Source: an optimization exercise on an open RTL-to-GDS flow (aim: small area and a short achievable clock period). Production flows keep margins and buffers that such runs may drop.
Only simulation tests tie the RTL to the original design; equivalence was not proved.
Power is estimated from default activity; no workload was simulated.

$ cat flow/design.v
module divrow #(parameter W = 15)
	(input [W-1:0] rs, input [15:0] bx, input cin,
	 output q, output [W-1:0] r);
wire [17:0] t = {{(18-W){1'b0}}, rs} + {2'b01, bx} + {17'd0, cin};
assign q = t[17];
assign r = t[17] ? t[W-1:0] : rs;
endmodule
module mul16(input [15:0] a, input [15:0] b, output [31:0] p);
wire pp_0_0 = a[0] & b[0];
wire pp_0_1 = a[0] & b[1];
wire pp_0_2 = a[0] & b[2];
wire pp_0_3 = a[0] & b[3];
wire pp_0_4 = a[0] & b[4];
wire pp_0_5 = a[0] & b[5];
wire pp_0_6 = a[0] & b[6];
wire pp_0_7 = a[0] & b[7];
wire pp_0_8 = a[0] & b[8];
wire pp_0_9 = a[0] & b[9];
wire pp_0_10 = a[0] & b[10];
wire pp_0_11 = a[0] & b[11];
wire pp_0_12 = a[0] & b[12];
wire pp_0_13 = a[0] & b[13];
wire pp_0_14 = a[0] & b[14];
wire pp_0_15 = ~(a[0] & b[15]);
wire pp_1_0 = a[1] & b[0];
wire pp_1_1 = a[1] & b[1];
wire pp_1_2 = a[1] & b[2];
wire pp_1_3 = a[1] & b[3];
wire pp_1_4 = a[1] & b[4];
wire pp_1_5 = a[1] & b[5];
wire pp_1_6 = a[1] & b[6];
wire pp_1_7 = a[1] & b[7];
wire pp_1_8 = a[1] & b[8];
wire pp_1_9 = a[1] & b[9];
wire pp_1_10 = a[1] & b[10];
wire pp_1_11 = a[1] & b[11];
wire pp_1_12 = a[1] & b[12];
wire pp_1_13 = a[1] & b[13];
wire pp_1_14 = a[1] & b[14];
wire pp_1_15 = ~(a[1] & b[15]);
wire pp_2_0 = a[2] & b[0];
wire pp_2_1 = a[2] & b[1];
wire pp_2_2 = a[2] & b[2];
wire pp_2_3 = a[2] & b[3];
wire pp_2_4 = a[2] & b[4];
wire pp_2_5 = a[2] & b[5];
wire pp_2_6 = a[2] & b[6];
wire pp_2_7 = a[2] & b[7];
wire pp_2_8 = a[2] & b[8];
wire pp_2_9 = a[2] & b[9];
wire pp_2_10 = a[2] & b[10];
wire pp_2_11 = a[2] & b[11];
wire pp_2_12 = a[2] & b[12];
wire pp_2_13 = a[2] & b[13];
wire pp_2_14 = a[2] & b[14];
wire pp_2_15 = ~(a[2] & b[15]);
wire pp_3_0 = a[3] & b[0];
wire pp_3_1 = a[3] & b[1];
wire pp_3_2 = a[3] & b[2];
wire pp_3_3 = a[3] & b[3];
wire pp_3_4 = a[3] & b[4];
wire pp_3_5 = a[3] & b[5];
wire pp_3_6 = a[3] & b[6];
wire pp_3_7 = a[3] & b[7];
wire pp_3_8 = a[3] & b[8];
wire pp_3_9 = a[3] & b[9];
wire pp_3_10 = a[3] & b[10];
wire pp_3_11 = a[3] & b[11];
wire pp_3_12 = a[3] & b[12];
wire pp_3_13 = a[3] & b[13];
wire pp_3_14 = a[3] & b[14];
wire pp_3_15 = ~(a[3] & b[15]);
wire pp_4_0 = a[4] & b[0];
wire pp_4_1 = a[4] & b[1];
wire pp_4_2 = a[4] & b[2];
wire pp_4_3 = a[4] & b[3];
wire pp_4_4 = a[4] & b[4];
wire pp_4_5 = a[4] & b[5];
wire pp_4_6 = a[4] & b[6];
wire pp_4_7 = a[4] & b[7];
wire pp_4_8 = a[4] & b[8];
wire pp_4_9 = a[4] & b[9];
wire pp_4_10 = a[4] & b[10];
wire pp_4_11 = a[4] & b[11];
wire pp_4_12 = a[4] & b[12];
wire pp_4_13 = a[4] & b[13];
wire pp_4_14 = a[4] & b[14];
wire pp_4_15 = ~(a[4] & b[15]);
wire pp_5_0 = a[5] & b[0];
wire pp_5_1 = a[5] & b[1];
wire pp_5_2 = a[5] & b[2];
wire pp_5_3 = a[5] & b[3];
wire pp_5_4 = a[5] & b[4];
wire pp_5_5 = a[5] & b[5];
wire pp_5_6 = a[5] & b[6];
wire pp_5_7 = a[5] & b[7];
wire pp_5_8 = a[5] & b[8];
wire pp_5_9 = a[5] & b[9];
wire pp_5_10 = a[5] & b[10];
wire pp_5_11 = a[5] & b[11];
wire pp_5_12 = a[5] & b[12];
wire pp_5_13 = a[5] & b[13];
wire pp_5_14 = a[5] & b[14];
wire pp_5_15 = ~(a[5] & b[15]);
wire pp_6_0 = a[6] & b[0];
wire pp_6_1 = a[6] & b[1];
wire pp_6_2 = a[6] & b[2];
wire pp_6_3 = a[6] & b[3];
wire pp_6_4 = a[6] & b[4];
wire pp_6_5 = a[6] & b[5];
wire pp_6_6 = a[6] & b[6];
wire pp_6_7 = a[6] & b[7];
wire pp_6_8 = a[6] & b[8];
wire pp_6_9 = a[6] & b[9];
wire pp_6_10 = a[6] & b[10];
wire pp_6_11 = a[6] & b[11];
wire pp_6_12 = a[6] & b[12];
wire pp_6_13 = a[6] & b[13];
wire pp_6_14 = a[6] & b[14];
wire pp_6_15 = ~(a[6] & b[15]);
wire pp_7_0 = a[7] & b[0];
wire pp_7_1 = a[7] & b[1];
wire pp_7_2 = a[7] & b[2];
wire pp_7_3 = a[7] & b[3];
wire pp_7_4 = a[7] & b[4];
wire pp_7_5 = a[7] & b[5];
wire pp_7_6 = a[7] & b[6];
wire pp_7_7 = a[7] & b[7];
wire pp_7_8 = a[7] & b[8];
wire pp_7_9 = a[7] & b[9];
wire pp_7_10 = a[7] & b[10];
wire pp_7_11 = a[7] & b[11];
wire pp_7_12 = a[7] & b[12];
wire pp_7_13 = a[7] & b[13];
wire pp_7_14 = a[7] & b[14];
wire pp_7_15 = ~(a[7] & b[15]);
wire pp_8_0 = a[8] & b[0];
wire pp_8_1 = a[8] & b[1];
wire pp_8_2 = a[8] & b[2];
wire pp_8_3 = a[8] & b[3];
wire pp_8_4 = a[8] & b[4];
wire pp_8_5 = a[8] & b[5];
wire pp_8_6 = a[8] & b[6];
wire pp_8_7 = a[8] & b[7];
wire pp_8_8 = a[8] & b[8];
wire pp_8_9 = a[8] & b[9];
wire pp_8_10 = a[8] & b[10];
wire pp_8_11 = a[8] & b[11];
wire pp_8_12 = a[8] & b[12];
wire pp_8_13 = a[8] & b[13];
wire pp_8_14 = a[8] & b[14];
wire pp_8_15 = ~(a[8] & b[15]);
wire pp_9_0 = a[9] & b[0];
wire pp_9_1 = a[9] & b[1];
wire pp_9_2 = a[9] & b[2];
wire pp_9_3 = a[9] & b[3];
wire pp_9_4 = a[9] & b[4];
wire pp_9_5 = a[9] & b[5];
wire pp_9_6 = a[9] & b[6];
wire pp_9_7 = a[9] & b[7];
wire pp_9_8 = a[9] & b[8];
wire pp_9_9 = a[9] & b[9];
wire pp_9_10 = a[9] & b[10];
wire pp_9_11 = a[9] & b[11];
wire pp_9_12 = a[9] & b[12];
wire pp_9_13 = a[9] & b[13];
wire pp_9_14 = a[9] & b[14];
wire pp_9_15 = ~(a[9] & b[15]);
wire pp_10_0 = a[10] & b[0];
wire pp_10_1 = a[10] & b[1];
wire pp_10_2 = a[10] & b[2];
wire pp_10_3 = a[10] & b[3];
wire pp_10_4 = a[10] & b[4];
wire pp_10_5 = a[10] & b[5];
wire pp_10_6 = a[10] & b[6];
wire pp_10_7 = a[10] & b[7];
wire pp_10_8 = a[10] & b[8];
wire pp_10_9 = a[10] & b[9];
wire pp_10_10 = a[10] & b[10];
wire pp_10_11 = a[10] & b[11];
wire pp_10_12 = a[10] & b[12];
wire pp_10_13 = a[10] & b[13];
wire pp_10_14 = a[10] & b[14];
wire pp_10_15 = ~(a[10] & b[15]);
wire pp_11_0 = a[11] & b[0];
wire pp_11_1 = a[11] & b[1];
wire pp_11_2 = a[11] & b[2];
wire pp_11_3 = a[11] & b[3];
wire pp_11_4 = a[11] & b[4];
wire pp_11_5 = a[11] & b[5];
wire pp_11_6 = a[11] & b[6];
wire pp_11_7 = a[11] & b[7];
wire pp_11_8 = a[11] & b[8];
wire pp_11_9 = a[11] & b[9];
wire pp_11_10 = a[11] & b[10];
wire pp_11_11 = a[11] & b[11];
wire pp_11_12 = a[11] & b[12];
wire pp_11_13 = a[11] & b[13];
wire pp_11_14 = a[11] & b[14];
wire pp_11_15 = ~(a[11] & b[15]);
wire pp_12_0 = a[12] & b[0];
wire pp_12_1 = a[12] & b[1];
wire pp_12_2 = a[12] & b[2];
wire pp_12_3 = a[12] & b[3];
wire pp_12_4 = a[12] & b[4];
wire pp_12_5 = a[12] & b[5];
wire pp_12_6 = a[12] & b[6];
wire pp_12_7 = a[12] & b[7];
wire pp_12_8 = a[12] & b[8];
wire pp_12_9 = a[12] & b[9];
wire pp_12_10 = a[12] & b[10];
wire pp_12_11 = a[12] & b[11];
wire pp_12_12 = a[12] & b[12];
wire pp_12_13 = a[12] & b[13];
wire pp_12_14 = a[12] & b[14];
wire pp_12_15 = ~(a[12] & b[15]);
wire pp_13_0 = a[13] & b[0];
wire pp_13_1 = a[13] & b[1];
wire pp_13_2 = a[13] & b[2];
wire pp_13_3 = a[13] & b[3];
wire pp_13_4 = a[13] & b[4];
wire pp_13_5 = a[13] & b[5];
wire pp_13_6 = a[13] & b[6];
wire pp_13_7 = a[13] & b[7];
wire pp_13_8 = a[13] & b[8];
wire pp_13_9 = a[13] & b[9];
wire pp_13_10 = a[13] & b[10];
wire pp_13_11 = a[13] & b[11];
wire pp_13_12 = a[13] & b[12];
wire pp_13_13 = a[13] & b[13];
wire pp_13_14 = a[13] & b[14];
wire pp_13_15 = ~(a[13] & b[15]);
wire pp_14_0 = a[14] & b[0];
wire pp_14_1 = a[14] & b[1];
wire pp_14_2 = a[14] & b[2];
wire pp_14_3 = a[14] & b[3];
wire pp_14_4 = a[14] & b[4];
wire pp_14_5 = a[14] & b[5];
wire pp_14_6 = a[14] & b[6];
wire pp_14_7 = a[14] & b[7];
wire pp_14_8 = a[14] & b[8];
wire pp_14_9 = a[14] & b[9];
wire pp_14_10 = a[14] & b[10];
wire pp_14_11 = a[14] & b[11];
wire pp_14_12 = a[14] & b[12];
wire pp_14_13 = a[14] & b[13];
wire pp_14_14 = a[14] & b[14];
wire pp_14_15 = ~(a[14] & b[15]);
wire pp_15_0 = ~(a[15] & b[0]);
wire pp_15_1 = ~(a[15] & b[1]);
wire pp_15_2 = ~(a[15] & b[2]);
wire pp_15_3 = ~(a[15] & b[3]);
wire pp_15_4 = ~(a[15] & b[4]);
wire pp_15_5 = ~(a[15] & b[5]);
wire pp_15_6 = ~(a[15] & b[6]);
wire pp_15_7 = ~(a[15] & b[7]);
wire pp_15_8 = ~(a[15] & b[8]);
wire pp_15_9 = ~(a[15] & b[9]);
wire pp_15_10 = ~(a[15] & b[10]);
wire pp_15_11 = ~(a[15] & b[11]);
wire pp_15_12 = ~(a[15] & b[12]);
wire pp_15_13 = ~(a[15] & b[13]);
wire pp_15_14 = ~(a[15] & b[14]);
wire pp_15_15 = a[15] & b[15];
wire hs0 = pp_0_13 ^ pp_1_12;
wire hc0 = pp_0_13 & pp_1_12;
wire fs1 = pp_0_14 ^ pp_1_13 ^ pp_2_12;
wire fc1 = (pp_0_14 & pp_1_13) | (pp_2_12 & (pp_0_14 ^ pp_1_13));
wire hs2 = pp_3_11 ^ pp_4_10;
wire hc2 = pp_3_11 & pp_4_10;
wire fs3 = pp_0_15 ^ pp_1_14 ^ pp_2_13;
wire fc3 = (pp_0_15 & pp_1_14) | (pp_2_13 & (pp_0_15 ^ pp_1_14));
wire fs4 = pp_3_12 ^ pp_4_11 ^ pp_5_10;
wire fc4 = (pp_3_12 & pp_4_11) | (pp_5_10 & (pp_3_12 ^ pp_4_11));
wire hs5 = pp_6_9 ^ pp_7_8;
wire hc5 = pp_6_9 & pp_7_8;
wire fs6 = pp_1_15 ^ pp_2_14 ^ pp_3_13;
wire fc6 = (pp_1_15 & pp_2_14) | (pp_3_13 & (pp_1_15 ^ pp_2_14));
wire fs7 = pp_4_12 ^ pp_5_11 ^ pp_6_10;
wire fc7 = (pp_4_12 & pp_5_11) | (pp_6_10 & (pp_4_12 ^ pp_5_11));
wire fs8 = pp_7_9 ^ pp_8_8 ^ pp_9_7;
wire fc8 = (pp_7_9 & pp_8_8) | (pp_9_7 & (pp_7_9 ^ pp_8_8));
wire fs9 = pp_2_15 ^ pp_3_14 ^ pp_4_13;
wire fc9 = (pp_2_15 & pp_3_14) | (pp_4_13 & (pp_2_15 ^ pp_3_14));
wire fs10 = pp_5_12 ^ pp_6_11 ^ pp_7_10;
wire fc10 = (pp_5_12 & pp_6_11) | (pp_7_10 & (pp_5_12 ^ pp_6_11));
wire fs11 = pp_3_15 ^ pp_4_14 ^ pp_5_13;
wire fc11 = (pp_3_15 & pp_4_14) | (pp_5_13 & (pp_3_15 ^ pp_4_14));
wire hs12 = pp_0_9 ^ pp_1_8;
wire hc12 = pp_0_9 & pp_1_8;
wire fs13 = pp_0_10 ^ pp_1_9 ^ pp_2_8;
wire fc13 = (pp_0_10 & pp_1_9) | (pp_2_8 & (pp_0_10 ^ pp_1_9));
wire hs14 = pp_3_7 ^ pp_4_6;
wire hc14 = pp_3_7 & pp_4_6;
wire fs15 = pp_0_11 ^ pp_1_10 ^ pp_2_9;
wire fc15 = (pp_0_11 & pp_1_10) | (pp_2_9 & (pp_0_11 ^ pp_1_10));
wire fs16 = pp_3_8 ^ pp_4_7 ^ pp_5_6;
wire fc16 = (pp_3_8 & pp_4_7) | (pp_5_6 & (pp_3_8 ^ pp_4_7));
wire hs17 = pp_6_5 ^ pp_7_4;
wire hc17 = pp_6_5 & pp_7_4;
wire fs18 = pp_0_12 ^ pp_1_11 ^ pp_2_10;
wire fc18 = (pp_0_12 & pp_1_11) | (pp_2_10 & (pp_0_12 ^ pp_1_11));
wire fs19 = pp_3_9 ^ pp_4_8 ^ pp_5_7;
wire fc19 = (pp_3_9 & pp_4_8) | (pp_5_7 & (pp_3_9 ^ pp_4_8));
wire fs20 = pp_6_6 ^ pp_7_5 ^ pp_8_4;
wire fc20 = (pp_6_6 & pp_7_5) | (pp_8_4 & (pp_6_6 ^ pp_7_5));
wire hs21 = pp_9_3 ^ pp_10_2;
wire hc21 = pp_9_3 & pp_10_2;
wire fs22 = hs0 ^ pp_2_11 ^ pp_3_10;
wire fc22 = (hs0 & pp_2_11) | (pp_3_10 & (hs0 ^ pp_2_11));
wire fs23 = pp_4_9 ^ pp_5_8 ^ pp_6_7;
wire fc23 = (pp_4_9 & pp_5_8) | (pp_6_7 & (pp_4_9 ^ pp_5_8));
wire fs24 = pp_7_6 ^ pp_8_5 ^ pp_9_4;
wire fc24 = (pp_7_6 & pp_8_5) | (pp_9_4 & (pp_7_6 ^ pp_8_5));
wire fs25 = pp_10_3 ^ pp_11_2 ^ pp_12_1;
wire fc25 = (pp_10_3 & pp_11_2) | (pp_12_1 & (pp_10_3 ^ pp_11_2));
wire fs26 = hc0 ^ fs1 ^ hs2;
wire fc26 = (hc0 & fs1) | (hs2 & (hc0 ^ fs1));
wire fs27 = pp_5_9 ^ pp_6_8 ^ pp_7_7;
wire fc27 = (pp_5_9 & pp_6_8) | (pp_7_7 & (pp_5_9 ^ pp_6_8));
wire fs28 = pp_8_6 ^ pp_9_5 ^ pp_10_4;
wire fc28 = (pp_8_6 & pp_9_5) | (pp_10_4 & (pp_8_6 ^ pp_9_5));
wire fs29 = pp_11_3 ^ pp_12_2 ^ pp_13_1;
wire fc29 = (pp_11_3 & pp_12_2) | (pp_13_1 & (pp_11_3 ^ pp_12_2));
wire fs30 = fc1 ^ hc2 ^ fs3;
wire fc30 = (fc1 & hc2) | (fs3 & (fc1 ^ hc2));
wire fs31 = fs4 ^ hs5 ^ pp_8_7;
wire fc31 = (fs4 & hs5) | (pp_8_7 & (fs4 ^ hs5));
wire fs32 = pp_9_6 ^ pp_10_5 ^ pp_11_4;
wire fc32 = (pp_9_6 & pp_10_5) | (pp_11_4 & (pp_9_6 ^ pp_10_5));
wire fs33 = pp_12_3 ^ pp_13_2 ^ pp_14_1;
wire fc33 = (pp_12_3 & pp_13_2) | (pp_14_1 & (pp_12_3 ^ pp_13_2));
wire fs34 = fc3 ^ fc4 ^ hc5;
wire fc34 = (fc3 & fc4) | (hc5 & (fc3 ^ fc4));
wire fs35 = fs6 ^ fs7 ^ fs8;
wire fc35 = (fs6 & fs7) | (fs8 & (fs6 ^ fs7));
wire fs36 = pp_10_6 ^ pp_11_5 ^ pp_12_4;
wire fc36 = (pp_10_6 & pp_11_5) | (pp_12_4 & (pp_10_6 ^ pp_11_5));
wire fs37 = pp_13_3 ^ pp_14_2 ^ pp_15_1;
wire fc37 = (pp_13_3 & pp_14_2) | (pp_15_1 & (pp_13_3 ^ pp_14_2));
wire fs38 = fc6 ^ fc7 ^ fc8;
wire fc38 = (fc6 & fc7) | (fc8 & (fc6 ^ fc7));
wire fs39 = fs9 ^ fs10 ^ pp_8_9;
wire fc39 = (fs9 & fs10) | (pp_8_9 & (fs9 ^ fs10));
wire fs40 = pp_9_8 ^ pp_10_7 ^ pp_11_6;
wire fc40 = (pp_9_8 & pp_10_7) | (pp_11_6 & (pp_9_8 ^ pp_10_7));
wire fs41 = pp_12_5 ^ pp_13_4 ^ pp_14_3;
wire fc41 = (pp_12_5 & pp_13_4) | (pp_14_3 & (pp_12_5 ^ pp_13_4));
wire fs42 = fc9 ^ fc10 ^ fs11;
wire fc42 = (fc9 & fc10) | (fs11 & (fc9 ^ fc10));
wire fs43 = pp_6_12 ^ pp_7_11 ^ pp_8_10;
wire fc43 = (pp_6_12 & pp_7_11) | (pp_8_10 & (pp_6_12 ^ pp_7_11));
wire fs44 = pp_9_9 ^ pp_10_8 ^ pp_11_7;
wire fc44 = (pp_9_9 & pp_10_8) | (pp_11_7 & (pp_9_9 ^ pp_10_8));
wire fs45 = pp_12_6 ^ pp_13_5 ^ pp_14_4;
wire fc45 = (pp_12_6 & pp_13_5) | (pp_14_4 & (pp_12_6 ^ pp_13_5));
wire fs46 = fc11 ^ pp_4_15 ^ pp_5_14;
wire fc46 = (fc11 & pp_4_15) | (pp_5_14 & (fc11 ^ pp_4_15));
wire fs47 = pp_6_13 ^ pp_7_12 ^ pp_8_11;
wire fc47 = (pp_6_13 & pp_7_12) | (pp_8_11 & (pp_6_13 ^ pp_7_12));
wire fs48 = pp_9_10 ^ pp_10_9 ^ pp_11_8;
wire fc48 = (pp_9_10 & pp_10_9) | (pp_11_8 & (pp_9_10 ^ pp_10_9));
wire fs49 = pp_12_7 ^ pp_13_6 ^ pp_14_5;
wire fc49 = (pp_12_7 & pp_13_6) | (pp_14_5 & (pp_12_7 ^ pp_13_6));
wire fs50 = pp_5_15 ^ pp_6_14 ^ pp_7_13;
wire fc50 = (pp_5_15 & pp_6_14) | (pp_7_13 & (pp_5_15 ^ pp_6_14));
wire fs51 = pp_8_12 ^ pp_9_11 ^ pp_10_10;
wire fc51 = (pp_8_12 & pp_9_11) | (pp_10_10 & (pp_8_12 ^ pp_9_11));
wire fs52 = pp_11_9 ^ pp_12_8 ^ pp_13_7;
wire fc52 = (pp_11_9 & pp_12_8) | (pp_13_7 & (pp_11_9 ^ pp_12_8));
wire fs53 = pp_6_15 ^ pp_7_14 ^ pp_8_13;
wire fc53 = (pp_6_15 & pp_7_14) | (pp_8_13 & (pp_6_15 ^ pp_7_14));
wire fs54 = pp_9_12 ^ pp_10_11 ^ pp_11_10;
wire fc54 = (pp_9_12 & pp_10_11) | (pp_11_10 & (pp_9_12 ^ pp_10_11));
wire fs55 = pp_7_15 ^ pp_8_14 ^ pp_9_13;
wire fc55 = (pp_7_15 & pp_8_14) | (pp_9_13 & (pp_7_15 ^ pp_8_14));
wire hs56 = pp_0_6 ^ pp_1_5;
wire hc56 = pp_0_6 & pp_1_5;
wire fs57 = pp_0_7 ^ pp_1_6 ^ pp_2_5;
wire fc57 = (pp_0_7 & pp_1_6) | (pp_2_5 & (pp_0_7 ^ pp_1_6));
wire hs58 = pp_3_4 ^ pp_4_3;
wire hc58 = pp_3_4 & pp_4_3;
wire fs59 = pp_0_8 ^ pp_1_7 ^ pp_2_6;
wire fc59 = (pp_0_8 & pp_1_7) | (pp_2_6 & (pp_0_8 ^ pp_1_7));
wire fs60 = pp_3_5 ^ pp_4_4 ^ pp_5_3;
wire fc60 = (pp_3_5 & pp_4_4) | (pp_5_3 & (pp_3_5 ^ pp_4_4));
wire hs61 = pp_6_2 ^ pp_7_1;
wire hc61 = pp_6_2 & pp_7_1;
wire fs62 = hs12 ^ pp_2_7 ^ pp_3_6;
wire fc62 = (hs12 & pp_2_7) | (pp_3_6 & (hs12 ^ pp_2_7));
wire fs63 = pp_4_5 ^ pp_5_4 ^ pp_6_3;
wire fc63 = (pp_4_5 & pp_5_4) | (pp_6_3 & (pp_4_5 ^ pp_5_4));
wire fs64 = pp_7_2 ^ pp_8_1 ^ pp_9_0;
wire fc64 = (pp_7_2 & pp_8_1) | (pp_9_0 & (pp_7_2 ^ pp_8_1));
wire fs65 = hc12 ^ fs13 ^ hs14;
wire fc65 = (hc12 & fs13) | (hs14 & (hc12 ^ fs13));
wire fs66 = pp_5_5 ^ pp_6_4 ^ pp_7_3;
wire fc66 = (pp_5_5 & pp_6_4) | (pp_7_3 & (pp_5_5 ^ pp_6_4));
wire fs67 = pp_8_2 ^ pp_9_1 ^ pp_10_0;
wire fc67 = (pp_8_2 & pp_9_1) | (pp_10_0 & (pp_8_2 ^ pp_9_1));
wire fs68 = fc13 ^ hc14 ^ fs15;
wire fc68 = (fc13 & hc14) | (fs15 & (fc13 ^ hc14));
wire fs69 = fs16 ^ hs17 ^ pp_8_3;
wire fc69 = (fs16 & hs17) | (pp_8_3 & (fs16 ^ hs17));
wire fs70 = pp_9_2 ^ pp_10_1 ^ pp_11_0;
wire fc70 = (pp_9_2 & pp_10_1) | (pp_11_0 & (pp_9_2 ^ pp_10_1));
wire fs71 = fc15 ^ fc16 ^ hc17;
wire fc71 = (fc15 & fc16) | (hc17 & (fc15 ^ fc16));
wire fs72 = fs18 ^ fs19 ^ fs20;
wire fc72 = (fs18 & fs19) | (fs20 & (fs18 ^ fs19));
wire fs73 = hs21 ^ pp_11_1 ^ pp_12_0;
wire fc73 = (hs21 & pp_11_1) | (pp_12_0 & (hs21 ^ pp_11_1));
wire fs74 = fc18 ^ fc19 ^ fc20;
wire fc74 = (fc18 & fc19) | (fc20 & (fc18 ^ fc19));
wire fs75 = hc21 ^ fs22 ^ fs23;
wire fc75 = (hc21 & fs22) | (fs23 & (hc21 ^ fs22));
wire fs76 = fs24 ^ fs25 ^ pp_13_0;
wire fc76 = (fs24 & fs25) | (pp_13_0 & (fs24 ^ fs25));
wire fs77 = fc22 ^ fc23 ^ fc24;
wire fc77 = (fc22 & fc23) | (fc24 & (fc22 ^ fc23));
wire fs78 = fc25 ^ fs26 ^ fs27;
wire fc78 = (fc25 & fs26) | (fs27 & (fc25 ^ fs26));
wire fs79 = fs28 ^ fs29 ^ pp_14_0;
wire fc79 = (fs28 & fs29) | (pp_14_0 & (fs28 ^ fs29));
wire fs80 = fc26 ^ fc27 ^ fc28;
wire fc80 = (fc26 & fc27) | (fc28 & (fc26 ^ fc27));
wire fs81 = fc29 ^ fs30 ^ fs31;
wire fc81 = (fc29 & fs30) | (fs31 & (fc29 ^ fs30));
wire fs82 = fs32 ^ fs33 ^ pp_15_0;
wire fc82 = (fs32 & fs33) | (pp_15_0 & (fs32 ^ fs33));
wire fs83 = fc30 ^ fc31 ^ fc32;
wire fc83 = (fc30 & fc31) | (fc32 & (fc30 ^ fc31));
wire fs84 = fc33 ^ fs34 ^ fs35;
wire fc84 = (fc33 & fs34) | (fs35 & (fc33 ^ fs34));
wire fs85 = fs36 ^ fs37 ^ 1'b1;
wire fc85 = (fs36 & fs37) | (1'b1 & (fs36 ^ fs37));
wire fs86 = fc34 ^ fc35 ^ fc36;
wire fc86 = (fc34 & fc35) | (fc36 & (fc34 ^ fc35));
wire fs87 = fc37 ^ fs38 ^ fs39;
wire fc87 = (fc37 & fs38) | (fs39 & (fc37 ^ fs38));
wire fs88 = fs40 ^ fs41 ^ pp_15_2;
wire fc88 = (fs40 & fs41) | (pp_15_2 & (fs40 ^ fs41));
wire fs89 = fc38 ^ fc39 ^ fc40;
wire fc89 = (fc38 & fc39) | (fc40 & (fc38 ^ fc39));
wire fs90 = fc41 ^ fs42 ^ fs43;
wire fc90 = (fc41 & fs42) | (fs43 & (fc41 ^ fs42));
wire fs91 = fs44 ^ fs45 ^ pp_15_3;
wire fc91 = (fs44 & fs45) | (pp_15_3 & (fs44 ^ fs45));
wire fs92 = fc42 ^ fc43 ^ fc44;
wire fc92 = (fc42 & fc43) | (fc44 & (fc42 ^ fc43));
wire fs93 = fc45 ^ fs46 ^ fs47;
wire fc93 = (fc45 & fs46) | (fs47 & (fc45 ^ fs46));
wire fs94 = fs48 ^ fs49 ^ pp_15_4;
wire fc94 = (fs48 & fs49) | (pp_15_4 & (fs48 ^ fs49));
wire fs95 = fc46 ^ fc47 ^ fc48;
wire fc95 = (fc46 & fc47) | (fc48 & (fc46 ^ fc47));
wire fs96 = fc49 ^ fs50 ^ fs51;
wire fc96 = (fc49 & fs50) | (fs51 & (fc49 ^ fs50));
wire fs97 = fs52 ^ pp_14_6 ^ pp_15_5;
wire fc97 = (fs52 & pp_14_6) | (pp_15_5 & (fs52 ^ pp_14_6));
wire fs98 = fc50 ^ fc51 ^ fc52;
wire fc98 = (fc50 & fc51) | (fc52 & (fc50 ^ fc51));
wire fs99 = fs53 ^ fs54 ^ pp_12_9;
wire fc99 = (fs53 & fs54) | (pp_12_9 & (fs53 ^ fs54));
wire fs100 = pp_13_8 ^ pp_14_7 ^ pp_15_6;
wire fc100 = (pp_13_8 & pp_14_7) | (pp_15_6 & (pp_13_8 ^ pp_14_7));
wire fs101 = fc53 ^ fc54 ^ fs55;
wire fc101 = (fc53 & fc54) | (fs55 & (fc53 ^ fc54));
wire fs102 = pp_10_12 ^ pp_11_11 ^ pp_12_10;
wire fc102 = (pp_10_12 & pp_11_11) | (pp_12_10 & (pp_10_12 ^ pp_11_11));
wire fs103 = pp_13_9 ^ pp_14_8 ^ pp_15_7;
wire fc103 = (pp_13_9 & pp_14_8) | (pp_15_7 & (pp_13_9 ^ pp_14_8));
wire fs104 = fc55 ^ pp_8_15 ^ pp_9_14;
wire fc104 = (fc55 & pp_8_15) | (pp_9_14 & (fc55 ^ pp_8_15));
wire fs105 = pp_10_13 ^ pp_11_12 ^ pp_12_11;
wire fc105 = (pp_10_13 & pp_11_12) | (pp_12_11 & (pp_10_13 ^ pp_11_12));
wire fs106 = pp_13_10 ^ pp_14_9 ^ pp_15_8;
wire fc106 = (pp_13_10 & pp_14_9) | (pp_15_8 & (pp_13_10 ^ pp_14_9));
wire fs107 = pp_9_15 ^ pp_10_14 ^ pp_11_13;
wire fc107 = (pp_9_15 & pp_10_14) | (pp_11_13 & (pp_9_15 ^ pp_10_14));
wire fs108 = pp_12_12 ^ pp_13_11 ^ pp_14_10;
wire fc108 = (pp_12_12 & pp_13_11) | (pp_14_10 & (pp_12_12 ^ pp_13_11));
wire fs109 = pp_10_15 ^ pp_11_14 ^ pp_12_13;
wire fc109 = (pp_10_15 & pp_11_14) | (pp_12_13 & (pp_10_15 ^ pp_11_14));
wire hs110 = pp_0_4 ^ pp_1_3;
wire hc110 = pp_0_4 & pp_1_3;
wire fs111 = pp_0_5 ^ pp_1_4 ^ pp_2_3;
wire fc111 = (pp_0_5 & pp_1_4) | (pp_2_3 & (pp_0_5 ^ pp_1_4));
wire hs112 = pp_3_2 ^ pp_4_1;
wire hc112 = pp_3_2 & pp_4_1;
wire fs113 = hs56 ^ pp_2_4 ^ pp_3_3;
wire fc113 = (hs56 & pp_2_4) | (pp_3_3 & (hs56 ^ pp_2_4));
wire fs114 = pp_4_2 ^ pp_5_1 ^ pp_6_0;
wire fc114 = (pp_4_2 & pp_5_1) | (pp_6_0 & (pp_4_2 ^ pp_5_1));
wire fs115 = hc56 ^ fs57 ^ hs58;
wire fc115 = (hc56 & fs57) | (hs58 & (hc56 ^ fs57));
wire fs116 = pp_5_2 ^ pp_6_1 ^ pp_7_0;
wire fc116 = (pp_5_2 & pp_6_1) | (pp_7_0 & (pp_5_2 ^ pp_6_1));
wire fs117 = fc57 ^ hc58 ^ fs59;
wire fc117 = (fc57 & hc58) | (fs59 & (fc57 ^ hc58));
wire fs118 = fs60 ^ hs61 ^ pp_8_0;
wire fc118 = (fs60 & hs61) | (pp_8_0 & (fs60 ^ hs61));
wire fs119 = fc59 ^ fc60 ^ hc61;
wire fc119 = (fc59 & fc60) | (hc61 & (fc59 ^ fc60));
wire fs120 = fs62 ^ fs63 ^ fs64;
wire fc120 = (fs62 & fs63) | (fs64 & (fs62 ^ fs63));
wire fs121 = fc62 ^ fc63 ^ fc64;
wire fc121 = (fc62 & fc63) | (fc64 & (fc62 ^ fc63));
wire fs122 = fs65 ^ fs66 ^ fs67;
wire fc122 = (fs65 & fs66) | (fs67 & (fs65 ^ fs66));
wire fs123 = fc65 ^ fc66 ^ fc67;
wire fc123 = (fc65 & fc66) | (fc67 & (fc65 ^ fc66));
wire fs124 = fs68 ^ fs69 ^ fs70;
wire fc124 = (fs68 & fs69) | (fs70 & (fs68 ^ fs69));
wire fs125 = fc68 ^ fc69 ^ fc70;
wire fc125 = (fc68 & fc69) | (fc70 & (fc68 ^ fc69));
wire fs126 = fs71 ^ fs72 ^ fs73;
wire fc126 = (fs71 & fs72) | (fs73 & (fs71 ^ fs72));
wire fs127 = fc71 ^ fc72 ^ fc73;
wire fc127 = (fc71 & fc72) | (fc73 & (fc71 ^ fc72));
wire fs128 = fs74 ^ fs75 ^ fs76;
wire fc128 = (fs74 & fs75) | (fs76 & (fs74 ^ fs75));
wire fs129 = fc74 ^ fc75 ^ fc76;
wire fc129 = (fc74 & fc75) | (fc76 & (fc74 ^ fc75));
wire fs130 = fs77 ^ fs78 ^ fs79;
wire fc130 = (fs77 & fs78) | (fs79 & (fs77 ^ fs78));
wire fs131 = fc77 ^ fc78 ^ fc79;
wire fc131 = (fc77 & fc78) | (fc79 & (fc77 ^ fc78));
wire fs132 = fs80 ^ fs81 ^ fs82;
wire fc132 = (fs80 & fs81) | (fs82 & (fs80 ^ fs81));
wire fs133 = fc80 ^ fc81 ^ fc82;
wire fc133 = (fc80 & fc81) | (fc82 & (fc80 ^ fc81));
wire fs134 = fs83 ^ fs84 ^ fs85;
wire fc134 = (fs83 & fs84) | (fs85 & (fs83 ^ fs84));
wire fs135 = fc83 ^ fc84 ^ fc85;
wire fc135 = (fc83 & fc84) | (fc85 & (fc83 ^ fc84));
wire fs136 = fs86 ^ fs87 ^ fs88;
wire fc136 = (fs86 & fs87) | (fs88 & (fs86 ^ fs87));
wire fs137 = fc86 ^ fc87 ^ fc88;
wire fc137 = (fc86 & fc87) | (fc88 & (fc86 ^ fc87));
wire fs138 = fs89 ^ fs90 ^ fs91;
wire fc138 = (fs89 & fs90) | (fs91 & (fs89 ^ fs90));
wire fs139 = fc89 ^ fc90 ^ fc91;
wire fc139 = (fc89 & fc90) | (fc91 & (fc89 ^ fc90));
wire fs140 = fs92 ^ fs93 ^ fs94;
wire fc140 = (fs92 & fs93) | (fs94 & (fs92 ^ fs93));
wire fs141 = fc92 ^ fc93 ^ fc94;
wire fc141 = (fc92 & fc93) | (fc94 & (fc92 ^ fc93));
wire fs142 = fs95 ^ fs96 ^ fs97;
wire fc142 = (fs95 & fs96) | (fs97 & (fs95 ^ fs96));
wire fs143 = fc95 ^ fc96 ^ fc97;
wire fc143 = (fc95 & fc96) | (fc97 & (fc95 ^ fc96));
wire fs144 = fs98 ^ fs99 ^ fs100;
wire fc144 = (fs98 & fs99) | (fs100 & (fs98 ^ fs99));
wire fs145 = fc98 ^ fc99 ^ fc100;
wire fc145 = (fc98 & fc99) | (fc100 & (fc98 ^ fc99));
wire fs146 = fs101 ^ fs102 ^ fs103;
wire fc146 = (fs101 & fs102) | (fs103 & (fs101 ^ fs102));
wire fs147 = fc101 ^ fc102 ^ fc103;
wire fc147 = (fc101 & fc102) | (fc103 & (fc101 ^ fc102));
wire fs148 = fs104 ^ fs105 ^ fs106;
wire fc148 = (fs104 & fs105) | (fs106 & (fs104 ^ fs105));
wire fs149 = fc104 ^ fc105 ^ fc106;
wire fc149 = (fc104 & fc105) | (fc106 & (fc104 ^ fc105));
wire fs150 = fs107 ^ fs108 ^ pp_15_9;
wire fc150 = (fs107 & fs108) | (pp_15_9 & (fs107 ^ fs108));
wire fs151 = fc107 ^ fc108 ^ fs109;
wire fc151 = (fc107 & fc108) | (fs109 & (fc107 ^ fc108));
wire fs152 = pp_13_12 ^ pp_14_11 ^ pp_15_10;
wire fc152 = (pp_13_12 & pp_14_11) | (pp_15_10 & (pp_13_12 ^ pp_14_11));
wire fs153 = fc109 ^ pp_11_15 ^ pp_12_14;
wire fc153 = (fc109 & pp_11_15) | (pp_12_14 & (fc109 ^ pp_11_15));
wire fs154 = pp_13_13 ^ pp_14_12 ^ pp_15_11;
wire fc154 = (pp_13_13 & pp_14_12) | (pp_15_11 & (pp_13_13 ^ pp_14_12));
wire fs155 = pp_12_15 ^ pp_13_14 ^ pp_14_13;
wire fc155 = (pp_12_15 & pp_13_14) | (pp_14_13 & (pp_12_15 ^ pp_13_14));
wire hs156 = pp_0_3 ^ pp_1_2;
wire hc156 = pp_0_3 & pp_1_2;
wire fs157 = hs110 ^ pp_2_2 ^ pp_3_1;
wire fc157 = (hs110 & pp_2_2) | (pp_3_1 & (hs110 ^ pp_2_2));
wire fs158 = hc110 ^ fs111 ^ hs112;
wire fc158 = (hc110 & fs111) | (hs112 & (hc110 ^ fs111));
wire fs159 = fc111 ^ hc112 ^ fs113;
wire fc159 = (fc111 & hc112) | (fs113 & (fc111 ^ hc112));
wire fs160 = fc113 ^ fc114 ^ fs115;
wire fc160 = (fc113 & fc114) | (fs115 & (fc113 ^ fc114));
wire fs161 = fc115 ^ fc116 ^ fs117;
wire fc161 = (fc115 & fc116) | (fs117 & (fc115 ^ fc116));
wire fs162 = fc117 ^ fc118 ^ fs119;
wire fc162 = (fc117 & fc118) | (fs119 & (fc117 ^ fc118));
wire fs163 = fc119 ^ fc120 ^ fs121;
wire fc163 = (fc119 & fc120) | (fs121 & (fc119 ^ fc120));
wire fs164 = fc121 ^ fc122 ^ fs123;
wire fc164 = (fc121 & fc122) | (fs123 & (fc121 ^ fc122));
wire fs165 = fc123 ^ fc124 ^ fs125;
wire fc165 = (fc123 & fc124) | (fs125 & (fc123 ^ fc124));
wire fs166 = fc125 ^ fc126 ^ fs127;
wire fc166 = (fc125 & fc126) | (fs127 & (fc125 ^ fc126));
wire fs167 = fc127 ^ fc128 ^ fs129;
wire fc167 = (fc127 & fc128) | (fs129 & (fc127 ^ fc128));
wire fs168 = fc129 ^ fc130 ^ fs131;
wire fc168 = (fc129 & fc130) | (fs131 & (fc129 ^ fc130));
wire fs169 = fc131 ^ fc132 ^ fs133;
wire fc169 = (fc131 & fc132) | (fs133 & (fc131 ^ fc132));
wire fs170 = fc133 ^ fc134 ^ fs135;
wire fc170 = (fc133 & fc134) | (fs135 & (fc133 ^ fc134));
wire fs171 = fc135 ^ fc136 ^ fs137;
wire fc171 = (fc135 & fc136) | (fs137 & (fc135 ^ fc136));
wire fs172 = fc137 ^ fc138 ^ fs139;
wire fc172 = (fc137 & fc138) | (fs139 & (fc137 ^ fc138));
wire fs173 = fc139 ^ fc140 ^ fs141;
wire fc173 = (fc139 & fc140) | (fs141 & (fc139 ^ fc140));
wire fs174 = fc141 ^ fc142 ^ fs143;
wire fc174 = (fc141 & fc142) | (fs143 & (fc141 ^ fc142));
wire fs175 = fc143 ^ fc144 ^ fs145;
wire fc175 = (fc143 & fc144) | (fs145 & (fc143 ^ fc144));
wire fs176 = fc145 ^ fc146 ^ fs147;
wire fc176 = (fc145 & fc146) | (fs147 & (fc145 ^ fc146));
wire fs177 = fc147 ^ fc148 ^ fs149;
wire fc177 = (fc147 & fc148) | (fs149 & (fc147 ^ fc148));
wire fs178 = fc149 ^ fc150 ^ fs151;
wire fc178 = (fc149 & fc150) | (fs151 & (fc149 ^ fc150));
wire fs179 = fc151 ^ fc152 ^ fs153;
wire fc179 = (fc151 & fc152) | (fs153 & (fc151 ^ fc152));
wire fs180 = fc153 ^ fc154 ^ fs155;
wire fc180 = (fc153 & fc154) | (fs155 & (fc153 ^ fc154));
wire fs181 = fc155 ^ pp_13_15 ^ pp_14_14;
wire fc181 = (fc155 & pp_13_15) | (pp_14_14 & (fc155 ^ pp_13_15));
wire hs182 = pp_0_2 ^ pp_1_1;
wire hc182 = pp_0_2 & pp_1_1;
wire fs183 = hs156 ^ pp_2_1 ^ pp_3_0;
wire fc183 = (hs156 & pp_2_1) | (pp_3_0 & (hs156 ^ pp_2_1));
wire fs184 = hc156 ^ fs157 ^ pp_4_0;
wire fc184 = (hc156 & fs157) | (pp_4_0 & (hc156 ^ fs157));
wire fs185 = fc157 ^ fs158 ^ pp_5_0;
wire fc185 = (fc157 & fs158) | (pp_5_0 & (fc157 ^ fs158));
wire fs186 = fc158 ^ fs159 ^ fs114;
wire fc186 = (fc158 & fs159) | (fs114 & (fc158 ^ fs159));
wire fs187 = fc159 ^ fs160 ^ fs116;
wire fc187 = (fc159 & fs160) | (fs116 & (fc159 ^ fs160));
wire fs188 = fc160 ^ fs161 ^ fs118;
wire fc188 = (fc160 & fs161) | (fs118 & (fc160 ^ fs161));
wire fs189 = fc161 ^ fs162 ^ fs120;
wire fc189 = (fc161 & fs162) | (fs120 & (fc161 ^ fs162));
wire fs190 = fc162 ^ fs163 ^ fs122;
wire fc190 = (fc162 & fs163) | (fs122 & (fc162 ^ fs163));
wire fs191 = fc163 ^ fs164 ^ fs124;
wire fc191 = (fc163 & fs164) | (fs124 & (fc163 ^ fs164));
wire fs192 = fc164 ^ fs165 ^ fs126;
wire fc192 = (fc164 & fs165) | (fs126 & (fc164 ^ fs165));
wire fs193 = fc165 ^ fs166 ^ fs128;
wire fc193 = (fc165 & fs166) | (fs128 & (fc165 ^ fs166));
wire fs194 = fc166 ^ fs167 ^ fs130;
wire fc194 = (fc166 & fs167) | (fs130 & (fc166 ^ fs167));
wire fs195 = fc167 ^ fs168 ^ fs132;
wire fc195 = (fc167 & fs168) | (fs132 & (fc167 ^ fs168));
wire fs196 = fc168 ^ fs169 ^ fs134;
wire fc196 = (fc168 & fs169) | (fs134 & (fc168 ^ fs169));
wire fs197 = fc169 ^ fs170 ^ fs136;
wire fc197 = (fc169 & fs170) | (fs136 & (fc169 ^ fs170));
wire fs198 = fc170 ^ fs171 ^ fs138;
wire fc198 = (fc170 & fs171) | (fs138 & (fc170 ^ fs171));
wire fs199 = fc171 ^ fs172 ^ fs140;
wire fc199 = (fc171 & fs172) | (fs140 & (fc171 ^ fs172));
wire fs200 = fc172 ^ fs173 ^ fs142;
wire fc200 = (fc172 & fs173) | (fs142 & (fc172 ^ fs173));
wire fs201 = fc173 ^ fs174 ^ fs144;
wire fc201 = (fc173 & fs174) | (fs144 & (fc173 ^ fs174));
wire fs202 = fc174 ^ fs175 ^ fs146;
wire fc202 = (fc174 & fs175) | (fs146 & (fc174 ^ fs175));
wire fs203 = fc175 ^ fs176 ^ fs148;
wire fc203 = (fc175 & fs176) | (fs148 & (fc175 ^ fs176));
wire fs204 = fc176 ^ fs177 ^ fs150;
wire fc204 = (fc176 & fs177) | (fs150 & (fc176 ^ fs177));
wire fs205 = fc177 ^ fs178 ^ fs152;
wire fc205 = (fc177 & fs178) | (fs152 & (fc177 ^ fs178));
wire fs206 = fc178 ^ fs179 ^ fs154;
wire fc206 = (fc178 & fs179) | (fs154 & (fc178 ^ fs179));
wire fs207 = fc179 ^ fs180 ^ pp_15_12;
wire fc207 = (fc179 & fs180) | (pp_15_12 & (fc179 ^ fs180));
wire fs208 = fc180 ^ fs181 ^ pp_15_13;
wire fc208 = (fc180 & fs181) | (pp_15_13 & (fc180 ^ fs181));
wire fs209 = fc181 ^ pp_14_15 ^ pp_15_14;
wire fc209 = (fc181 & pp_14_15) | (pp_15_14 & (fc181 ^ pp_14_15));
wire [31:0] x = {1'b1, fc209, fc208, fc207, fc206, fc205, fc204, fc203, fc202, fc201, fc200, fc199, fc198, fc197, fc196, fc195, fc194, fc193, fc192, fc191, fc190, fc189, fc188, fc187, fc186, fc185, fc184, fc183, hc182, hs182, pp_0_1, pp_0_0};
wire [31:0] y = {1'b0, pp_15_15, fs209, fs208, fs207, fs206, fs205, fs204, fs203, fs202, fs201, fs200, fs199, fs198, fs197, fs196, fs195, fs194, fs193, fs192, fs191, fs190, fs189, fs188, fs187, fs186, fs185, fs184, fs183, pp_2_0, pp_1_0, 1'b0};
assign p = x + y;
endmodule
module alu_stage(input clk, input [15:0] a, b, input [3:0] funct,
				output [15:0] out, output [15:0] r15);
localparam J = 6;
localparam K = 13;
wire is_div = (funct == 4'b0101);
wire is_mul = (funct == 4'b0100);
wire is_add = (funct == 4'b0000);
wire is_sub = (funct == 4'b0001);
wire sa = a[15], sb = b[15];
wire [14:0] A = a[14:0] ^ {15{sa}};
wire [15:0] bx = sb ? b : ~b;
wire cin = ~sb;
wire bz = (b == 16'd0);
wire [15:0] sum = a + (is_sub ? ~b : b) + {15'd0, is_sub};
wire [14:0] r1 [0:J];
wire [14:0] q1;
assign r1[0] = 15'd0;
genvar j;
generate for (j = 1; j <= J; j = j + 1) begin : s1row
	wire [j-1:0] rr;
	wire [j-1:0] rs;
	if (j == 1) begin : first
		assign rs = A[14];
	end else begin : next
		assign rs = {r1[j-1][(j>1?j-2:0):0], A[15-j]};
	end
	divrow #(.W(j)) u(.rs(rs), .bx(bx), .cin(cin), .q(q1[15-j]), .r(rr));
	assign r1[j] = {{(15-j){1'b0}}, rr};
end endgenerate
reg [15:0] x1_q, y1_q;
reg [J-1:0] ra_q;
reg div1_q, mul1_q, sa1_q, cin1_q;
always @(posedge clk) begin
	x1_q   <= is_div ? {bz, q1[14:15-J], A[14-J:0]} :
	          is_mul ? a : ((is_add | is_sub) ? sum : 16'd0);
	y1_q   <= is_div ? bx : (is_mul ? b : 16'd0);
	ra_q   <= r1[J][J-1:0];
	div1_q <= is_div;
	mul1_q <= is_mul;
	sa1_q  <= sa;
	cin1_q <= cin;
end
wire [31:0] prod;
mul16 u_mul(.a(x1_q), .b(y1_q), .p(prod));
wire [14:0] r2 [J:K];
wire [14:0] q2;
assign r2[J] = {{(15-J){1'b0}}, ra_q};
generate for (j = J + 1; j <= K; j = j + 1) begin : s2row
	wire [j-1:0] rr;
	divrow #(.W(j)) u(.rs({r2[j-1][j-2:0], x1_q[15-j]}), .bx(y1_q), .cin(cin1_q), .q(q2[15-j]), .r(rr));
	assign r2[j] = {{(15-j){1'b0}}, rr};
end endgenerate
reg [15:0] x2_q, y2_q;
reg [14:0] rb_q;
reg div2_q, sa2_q, cin2_q;
always @(posedge clk) begin
	x2_q   <= div1_q ? {x1_q[15:15-J], q2[14-J:15-K], x1_q[14-K:0]} :
	          (mul1_q ? prod[15:0] : x1_q);
	y2_q   <= mul1_q ? prod[31:16] : y1_q;
	rb_q   <= r2[K][14:0];
	div2_q <= div1_q;
	sa2_q  <= sa1_q;
	cin2_q <= cin1_q;
end
wire [14:0] r3 [K:15];
wire [14:0] q3;
assign r3[K] = rb_q;
generate for (j = K + 1; j <= 15; j = j + 1) begin : s3row
	wire [j-1:0] rr;
	divrow #(.W(j)) u(.rs({r3[j-1][j-2:0], x2_q[15-j]}), .bx(y2_q), .cin(cin2_q), .q(q3[15-j]), .r(rr));
	assign r3[j] = {{(15-j){1'b0}}, rr};
end endgenerate
wire [15:0] qf = {x2_q[15:15-K], q3[14-K:0]};
wire [15:0] rf = {1'b0, r3[15]};
wire eq = &(rf ^ y2_q ^ {rf[14:0] & y2_q[14:0], cin2_q});
wire c  = sa2_q & eq;
wire nq = (sa2_q ^ ~cin2_q) & ~qf[15];
wire [15:0] qo = (qf ^ {16{nq}}) + {15'd0, c ^ nq};
wire [15:0] ro = (rf ^ {16{sa2_q}}) & {16{~c}};
assign out = div2_q ? qo : x2_q;
assign r15 = div2_q ? ro : y2_q;
endmodule
$ cat flow/flow/run.sh
#!/bin/bash
# Standard layout, with the setup repair asked to over-fix so the critical
# paths get sized for speed (the clock period and constraints are unchanged).
bash standard.sh SETUP_SLACK_MARGIN=19 finish > standard.log 2>&1
$ cat flow/standard.sh
#!/bin/bash
# synth_recipe.tcl (not shown) runs the flow's synth.tcl, then flattens the netlist and writes it again
# the make line also repeats each setting of config.mk as NAME=value (left out here)
make -C /OpenROAD-flow-scripts/flow DESIGN_CONFIG=/design/flow/config.mk WORK_HOME=/design/flow/orfs CLKGATE_MAP_FILE= SYNTH_SCRIPT=/design/flow/synth_recipe.tcl "${@:-finish}"
$ cat flow/config.mk
export PLATFORM = sky130hd
export DESIGN_NAME = alu_stage
export DESIGN_NICKNAME = alu_stage
export VERILOG_FILES = /design/flow/design.v
export SDC_FILE = /design/flow/constraint.sdc
export NUM_CORES = 4
export LEC_CHECK = 0
export CAP_MARGIN = 20
export CORE_MARGIN = 2
export CORE_UTILIZATION = 60
export SLEW_MARGIN = 20
$ cat flow/constraint.sdc
create_clock -name core_clock -period 33.0 [get_ports {clk}]
set_input_delay 6.6000 -clock core_clock [delete_from_list [all_inputs] [get_ports {clk}]]
set_output_delay 6.6000 -clock core_clock [all_outputs]
set_load 0.01 [all_outputs]
==> results of run 1 <==
-- where the power goes --
group / leakage, nW / internal [mW] / total (mW) / switching, mW
clock: 0.145 / 0.0531 / 0.104 / 0.0512
sequential: 0.747 / 0.117 / 0.134 / 0.0169
combinational: 8.94 / 0.138 / 0.306 / 0.168
total: 9.83 / 0.308 / 0.544 / 0.236
-- cells in the final DEF (no fill, tap or decap), types with 11 or more instances in the layout --
master / Yosys / routed
buf_4: 3 / 73
a31oi_1: 14 / 13
mux2i_1: 14 / 11
nand4_1: 11 / 11
clkbuf_2: 0 / 11
fa_1: 219 / 216
dfxtp_1: 90 / 76
xor2_1: 61 / 59
a21o_1: 46 / 45
clkdlybuf4s50_1: 0 / 46
ha_1: 189 / 179
a21oi_2: 0 / 12
nand2_1: 230 / 224
nor3_1: 40 / 39
o21ai_1: 2 / 13
and2_1: 127 / 128
nand3_1: 27 / 27
a211oi_1: 22 / 18
o21ai_0: 102 / 81
inv_1: 221 / 216
or3_1: 11 / 11
nand2b_1: 20 / 18
nor2b_1: 37 / 36
nor2_1: 180 / 174
and3_1: 14 / 13
a21oi_1: 138 / 124
o21a_1: 30 / 30
xnor2_1: 137 / 132
mux2_2: 61 / 54
-- critical path, delay by kind of cell --
| kind | cells | cell delay [ns] |
|---|---|---|
| muxes | 2 | 0.68 |
| xor gates and xnor gates | 3 | 0.67 |
| and+or+nand+nor | 9 | 1.32 |
| adders and majority gates | 5 | 1.65 |
| AOI/OAI and AO/OA | 15 | 2.59 |
| buffers and inverters | 1 | 0.61 |
-- sequential cells by signal, summed over array words and instances (netlist names) --
signal	count
cin1_q	1
cin2_q	1
div1_q	1
div2_q	1
mul1_q	1
r3	13
ra_q	6
sa1_q	1
sa2_q	1
x1_q	16
x2_q	16
y1_q	16
y2_q	16
-- what timing repair did --
action / 4_1_cts / 5_1_grt
endpoints found under the setup margin: 53 / 51
resized for setup: 100 / 138
pin swaps: 21 / 46
cloned: 3 / 2
setup buffers: 21 / 31
hold endpoints to repair: 0 / 0
-- cell families (layout without fill, tap and decap cells) --
family / Yosys count / in the layout / synth area share, %
DFF: 90 / 90 / 9.51
buffers and inverters: 313 / 386 / 6.29
and+or+nand+nor: 734 / 734 / 18.6
AOI/OAI and AO/OA: 477 / 480 / 16.3
xor gates and xnor gates: 198 / 198 / 9.15
muxes: 77 / 77 / 4.52
adders and majority gates: 408 / 408 / 35.6
-- final timing paths --
kind | startpoint | endpoint | slack, ns | cells past startpoint
worst max-delay path | b[4] | ra_q[2] | 19.12 | 35
worst min-delay path | cin1_q | cin2_q | 0.37 | 0
worst max register to register | x1_q[8] | r3[13][9] | 19.74 | 60
worst min register to register | cin1_q | cin2_q | 0.37 | 0
-- area by class of cell --
cell class	count	area share, %
flip-flops and latches	90	8.54
well taps	402	2.35
inverters	222	3.95
repair buffers	148	5.98
clock buffers	9	1.05
multi-input cells	1897	77.8
clock inverters	7	0.310
-- metal layers --
layer | share of wire [%] | up-vias
li1 | - | 7894
met1 | 43 | 8219
met2 | 48 | 543
met3 | 6.3 | 120
met4 | 3.3 | 0
met5 | 0 | -
==> run summary, run 1 <==
Distinct cells, synth 80; core footprint 0.0313 mm²; Worst-path clk slew 0.06 ns; Total Power 0.544 mW; pwr/cell area 25.4 mW/mm²; Clk Latency, worst-skew pair 0.38 ns; DR WL/cell 19.9 µm; first-pass GRT wire length 87,500 µm; clock sink count 90; Max-Cap Viols 0; Hold-fix buffers, CTS 0; total CTS buffers 9; die width 182 µm; Highest Clock Rate 0.0720 GHz; arrival time at the worst endpoint 14.14 ns; worst slack, placed 16.57 ns; status timing/DRC/antenna clean; DRT Pass-1 Iters 7; Final Worst Setup Slack 19.12 ns; yosys warns 1; post-route insts no fill 2,775; CP endpoint kind flip-flop; Final Max Tran Viols 0; Top FF cell, synth dfxtp_1; Design Area, Final 0.0214 mm²; grt met2 use 56.9%; input/output buffers 68; CP max FO 7; WS Path Type input pin to flip-flop; Synth top area share 23.1%; Post-synth EDFFs 0; layout cells sized above 1 13.2%; Row Count 65; via count 16,800; Worst Hold Class flip-flop to flip-flop; Clock Tree Buf Depth 2; Cell Area, Synth 0.0189 mm²; syn nets 2,742; Via density 6.05; #FFs+latches synth 90; Die ar. 0.0330 mm²; Syn Inst Count 2,297; diode count 0; CTS Root Cell clkbuf_16; overflow left after global routing 0; fin crit period 13.88 ns; vias in the first global route 16,800; DRC viols 0; unrepaired setup endpoints after global routing yes; I/O pin count 69; Setup TNS 0 ns; # placed instances 2,702; Initial Util 60.5%; Slowest cell on crit path clkdlybuf4s50_1; Syn-to-layout area delta 13.0%; Period Utilization, post-route 42.1%; most common cell in the netlist nand2_1; # fillers 2,653; hold slack 0.374 ns; # nets final 2,813; Register Area 0.00183 mm²; final hold viol count 0; Post-synth top cells 230 x nand2_1, 221 x inv_1, 219 x fa_1; Slew HR 39.8%; ranking of synthesized cells by area fa_1 23%, ha_1 12%, dfxtp_1 9.5%; Starting DRT DRC Count 1,009; Overall Global Routing Usage 33.6%; M1 GR Usage 44.0%; placed cell areas 0.0200 mm²; area of the multi-input gates 0.0167 mm²; Core Util, Final 68.4%; M3 GR Usage 4.69%; Worst path max stage delay 0.61 ns; cell accounting for the most synthesized area fa_1; H-tree depth 3; Post-DP HPWL 41,000 µm; CTS tree done; Routed Antenna Nets 0; initial antenna violation count 0; Leakage 9.83 nW; RD Place Congestion 0.929; VDD IR max 30.9 µV; syn_area_per_cell 8.25 µm²; endpoints failing setup 0; post-synthesis sequential area ratio 9.51%; DIE HEIGHT 182 µm; Worst setup SP type input pin; critical path data required time 33.26 ns; FFs w/ async S/R, synth 0%; Slew @ Worst Pin 0.901 ns; largest net degree at the start of global routing 44; Most Used Layer, Global Route met2; Post-Route WL 55,200 µm; clk_skew 0.0128 ns
==> run 2, diff against run 1 <==
--- a/flow/config.mk
+++ b/flow/config.mk
@@ -7,2 +7,3 @@
 export LEC_CHECK = 0
+export ABC_AREA = 1
 export CAP_MARGIN = 20
==> run 2 against run 1 <==
Die area grew 9.6%; first-iteration DRC count grew 42%; still clean on timing, DRC and antenna; final area grew 6.6%; setup slack gained 0.44 ns; largest cell class unchanged; sequential share of layout area shrank 0.60 points; non-clock buffer count shrank 10; routed wire length grew 17%; clock-buffer cell count is the same; combinational power grew 9.8%.
==> run summary, run 2 <==
die width 190 µm (+4.7%); Slew @ Worst Pin 1.11 ns (+0.204 ns); CP endpoint kind output pin; syn_area_per_cell 6.73 µm² (-18%); Worst-path clk slew 0.08 ns (+0.02 ns); Setup TNS 0 ns (unchanged); Clock power frac 18.7% (-0.5 points); WS Path Type flip-flop to output pin; worst reg2reg path depth 76 (+27%); #FFs+latches synth 90 (unchanged); largest net degree at the start of global routing 37 (-16%); diode count 0 (unchanged); Post-Route WL 64,300 µm (+17%); CP max FO 8 (+1); Slowest cell on crit path clkdlybuf4s50_1; VDD IR max 24.7 µV (-20%); vias in the first global route 19,800 (+18%); Leakage 12.4 nW (+26%); Syn Inst Count 3,091 (+35%); area of the multi-input gates 0.0168 mm² (+0.59%); Starting DRT DRC Count 1,437 (+42%); H-tree depth 3 (unchanged); yosys warns 1 (unchanged); Slew HR 26.2% (-14 points); input/output buffers 68 (unchanged); # nets final 3,584 (+27%); endpoints failing setup 0 (unchanged); dominant cell type by count on the critical path nand2_1; Register Area 0.00181 mm² (-0.96%); DRC viols 0 (unchanged); total CTS buffers 9 (unchanged); Final Max Tran Viols 0 (unchanged); switching share of total power 46.9% (+3.5 points); Synth top area share 21.1% (-2.1 points); core footprint 0.0344 mm² (+9.8%); clock sink count 90 (unchanged); most frequent cells in the layout 879 x nand2_1, 534 x inv_1, 218 x fa_1, 209 x nand3_1, 183 x ha_1; cell accounting for the most synthesized area fa_1; Worst path max stage delay 0.53 ns (-0.08 ns); first-pass GRT wire length 100,000 µm (+15%); R2R setup slack 19.93 ns (+0.19 ns); via count 20,400 (+22%); unrepaired setup endpoints after global routing yes; Distinct cells, synth 63 (-21%); I/O pin count 69 (unchanged); post-route insts no fill 3,599 (+30%); Clk Latency, worst-skew pair 0.36 ns (-0.02 ns); DRT Pass-1 Iters 5 (-2); Highest Clock Rate 0.0744 GHz (+3.3%); # fillers 3,130 (+18%); Period Utilization, post-route 40.7% (-1.3 points); DIE HEIGHT 190 µm (+4.7%); Cell Area, Synth 0.0208 mm² (+9.8%); Worst setup SP type flip-flop; Via density 5.68 (-6.1%); pwr/cell area 25.3 mW/mm² (-0.58%); Initial Util 60.5% (about the same); P_int 0.306 mW (-0.64%); Die ar. 0.0362 mm² (+9.6%); clk_skew 0.0169 ns (+0.00415 ns); Post-synth top cells 885 x nand2_1, 542 x inv_1, 219 x fa_1; status timing/DRC/antenna clean; Routed Antenna Nets 0 (unchanged); initial antenna violation count 0 (unchanged); Top FF cell, synth dfxtp_1; Post-synth EDFFs 0 (unchanged); most common cell in the netlist nand2_1; Row Count 68 (+4.6%); part of the power in combinational logic 58.2% (+2.0 points); arrival time at the worst endpoint 6.84 ns (-7.30 ns); Post-DP HPWL 50,200 µm (+22%); layout cells sized above 1 7.38% (-5.9 points); sequential cell fraction of total power 23.1% (-1.5 points); syn nets 3,536 (+29%); ranking of synthesized cells by area fa_1 21%, nand2_1 16%, ha_1 11%; DR WL/cell 17.9 µm (-10%); Total Power 0.577 mW (+6.0%); Max-Cap Viols 0 (unchanged); final hold viol count 0 (unchanged); Hold-fix buffers, CTS 0 (unchanged); Hold Path Origin sa1_q; post-synthesis sequential area ratio 8.66% (-0.85 points); hold worst-path end sa2_q; Syn-to-layout area delta 9.65%; RR Endpoint r3[13][3]; Overall Global Routing Usage 35.1% (+1.5 points); CTS Root Cell clkbuf_16; Sw Pwr 0.271 mW (+15%); FFs w/ async S/R, synth 0% (unchanged); fin crit period 13.44 ns (-0.442 ns); Clock Tree Buf Depth 2 (unchanged); overflow left after global routing 0 (unchanged); CTS tree done; # placed instances 3,539 (+31%); critical path data required time 26.40 ns (-6.86 ns); Worst Hold Class flip-flop to flip-flop; reg2reg start y1_q[0]; WHS Path Cells 0 (unchanged); commonest non-fill, non-tap cell in the layout nand2_1; RD Place Congestion 1.00 (+7.8%)
run 2: worst max-delay path, delay by kind of cell (launching register included):
family,cells,cell delay [ns]
fa+ha+maj,5,1.47
simple gates,23,2.57
xor+xnor,3,0.42
compound gates,3,0.37
buf+inv,8,1.28
flops,1,0.36
run 2: power groups by stage:
stage | logic (mW) | clock network [mW] | registers (mW)
floorplan | 0.238 | 0 | 0.124
global placement | 0.313 | 0 | 0.134
detailed placement | 0.318 | 0 | 0.134
CTS | 0.321 | 0.108 | 0.131
global route | 0.373 | 0.113 | 0.133
finish | 0.336 | 0.108 | 0.133
run 2: stage by stage:
stage	util, %	cell area (µm²)	hold slack [ns]	setup WS, ns
3_5_place_dp	63.4	21800	0.392	18.08
4_1_cts	64.4	22100	0.405	19.01
6_report	66.4	22800	0.409	19.56
5_1_grt	66.4	22800	0.406	18.91
2_1_floorplan	-	20800	0.310	19.62
3_3_place_gp	63.4	21800	0.404	18.26
run 2: cells by family (layout without fill, tap and decap cells):
family,Yosys count,count (layout),synth area share (%)
adders and majority gates,408,408,32.4
xor gates and xnor gates,166,166,7.46
buffers and inverters,655,706,12.3
muxes,1,1,0.0481
DFF,90,90,8.66
AOI/OAI and AO/OA,384,385,10.5
and+or+nand+nor,1387,1388,28.7
run 2: final cells by class:
cell class,instances,area share [%]
Tap cell,455,2.49
Inverter,552,9.18
Clock inverter,7,0.356
Timing Repair Buffer,138,5.60
Clock buffer,9,0.987
Multi-Input combinational cell,2348,73.4
Sequential cell,90,7.94
run 2: what timing repair did:
action | 4_1_cts | 5_1_grt
pin swaps | 2 | 14
hold endpoints to repair | 0 | 0
buffers inserted | 1 | 40
gates resized for setup | 7 | 72
setup endpoints to repair | 27 | 36
gates cloned | 1 | 2
run 2: worst max-delay path by stage:
stage | start | to | slack [ns] | depth (start not counted)
after detailed placement | b[15] | ra_q[5] | 18.08 | 56
after global placement | b[15] | ra_q[4] | 18.26 | 56
final | cin2_q | out[10] | 19.56 | 42
after CTS | y2_q[8] | out[10] | 19.01 | 43
after floorplan | b[15] | ra_q[4] | 19.62 | 54
after global routing | y1_q[0] | r3[13][3] | 18.91 | 78
run 2: per-layer routing:
metal / wire, µm / GRT usage (%) / vias to the layer above
li1: - / - / 9765
met1: 25700 / 44.8 / 9551
met2: 30400 / 59.4 / 899
met3: 4790 / 3.81 / 212
met4: 3350 / 17.5 / 0
met5: 0 / 0 / -
==> run 3, diff against run 2 <==
--- a/flow/config.mk
+++ b/flow/config.mk
@@ -7,6 +7,5 @@
 export LEC_CHECK = 0
-export ABC_AREA = 1
 export CAP_MARGIN = 20
 export CORE_MARGIN = 2
-export CORE_UTILIZATION = 60
+export CORE_UTILIZATION = 85
 export SLEW_MARGIN = 20
==> run 3 against run 2 <==
The run now fails in global routing (5_1_grt); synthesized cell count decreased by 26%; synthesized area down 9.0%.
==> run summary, run 3 <==
Cell Area, Synth 0.0189 mm² (-9.0%); Clock Tree Buf Depth 2 (unchanged); Synth top area share 23.1% (+2.1 points); Row Count 54 (-21%); syn_area_per_cell 8.25 µm² (+23%); total CTS buffers 9 (unchanged); Post-synth top cells 230 x nand2_1, 221 x inv_1, 219 x fa_1; ranking of synthesized cells by area fa_1 23%, ha_1 12%, dfxtp_1 9.5%; most common cell in the netlist nand2_1; #FFs+latches synth 90 (unchanged); Tool Error [ERROR GRT-0232] Routing congestion too high. Check the congestion heatmap in the GUI.; yosys warns 1 (unchanged); input/output buffers 68 (unchanged); post-synthesis sequential area ratio 9.51% (+0.85 points); Post-DP HPWL 45,200 µm (-9.9%); Distinct cells, synth 80 (+27%); Overall Global Routing Usage 121%; status stopped before the end; Post-synth EDFFs 0 (unchanged); DIE HEIGHT 153 µm (-19%); cell accounting for the most synthesized area fa_1; overflow left after global routing 4,251; I/O pin count 69 (unchanged); clock sink count 90 (unchanged); Top FF cell, synth dfxtp_1; H-tree depth 3 (unchanged); CTS Root Cell clkbuf_16; largest net degree at the start of global routing 44; RD Place Congestion 0.985 (-1.7%); Worst End Pin Type register input; Crit. endpoint post-GRT repair x1_q[9]$_DFF_P_/D; Syn Inst Count 2,297 (-26%); die width 153 µm (-19%); failing step global routing (5_1_grt); syn nets 2,742 (-22%); Initial Util 86.8% (+26 points); FFs w/ async S/R, synth 0% (unchanged)
[run 3: cells by family after synthesis]
logic type               Yosys count  share of synthesized area [%]
buffers and inverters            313                           6.29
adder cells (fa/ha/maj)          408                           35.6
AO/OA/AOI/OAI                    477                           16.3
XOR/XNOR                         198                           9.15
AND/OR/NAND/NOR                  734                           18.6
multiplexers                      77                           4.52
flip-flops                        90                           9.51
[run 3: worst max-delay path by stage]
| stage | startpoint | end | slack, ns | cells past startpoint |
|---|---|---|---|---|
| 2_1_floorplan | y1_q[0] | r3[13][11] | 19.01 | 67 |
| 4_1_cts | cin2_q | out[9] | 19.00 | 32 |
| 3_5_place_dp | y1_q[0] | r3[13][12] | 16.42 | 64 |
| 3_3_place_gp | y1_q[0] | r3[13][12] | 17.42 | 64 |
[run 3: layer usage]
layer,global-route usage (%),GRT overflow
met5,78.9,22
met4,126,658
met3,90.0,79
met2,172,3417
met1,96.9,75
[run 3: what timing repair did]
| action | CTS |
|---|---|
| cloned | 3 |
| hold buffers | 0 |
| endpoints found under the setup margin | 54 |
| pin swaps | 29 |
| setup buffers | 21 |
| gates resized for setup | 115 |
[run 3: power by group through the flow]
| stage | logic (mW) | clock network (mW) | registers [mW] |
|---|---|---|---|
| 3_5_place_dp | 0.290 | 0 | 0.136 |
| 4_1_cts | 0.308 | 0.111 | 0.134 |
| 3_3_place_gp | 0.269 | 0 | 0.135 |
| 2_1_floorplan | 0.216 | 0 | 0.126 |
[run 3: through the flow]
step	instances	hold WS [ns]	power [mW]	setup slack (ns)	cell area, µm²
2_1_floorplan	2297	0.310	0.343	19.01	19000
3_3_place_gp	2576	0.337	0.404	17.42	19800
3_5_place_dp	2576	0.347	0.426	16.42	19800
4_1_cts	2616	0.380	0.552	19.00	20600

afterwards: timing with drivers on the ports:
The flow's constraints put no driver on any port. The routed layouts listed below were extracted and timed again, unchanged, in two steps.
Step 1 sets driving cells, clkbuf_16 on the clock port and buf_2 on the other inputs (assumed; they add their load-dependent delay and slew).
Step 2 moves the port delays by t, midway between the first and last clock arrival at a register: inputs arrive t later, outputs are due t later. That takes back most of the time a late clock gives input paths.
Slacks: ideal / step 1 / step 2; pairs: ideal / step 1.
run | shift t [ns] | slack for setup (ns) | worst hold slack (ns) | slew at the worst register clock pin (ns) | worst slew at a driven data input, ns
run 1 | 0.426 | 19.116 / 19.148 / 18.722 | 0.374 / 0.374 / 0.374 | 0.08 / 0.08 | 0.04
run 2 | 0.398 | 19.558 / 19.508 / 19.308 | 0.409 / 0.409 / 0.409 | 0.08 / 0.08 | 0.04
After both steps setup and hold are still met in every run listed. The setup slack of run 1, which loses most, moves by +0.032 ns with the drivers and by -0.394 ns with both steps.
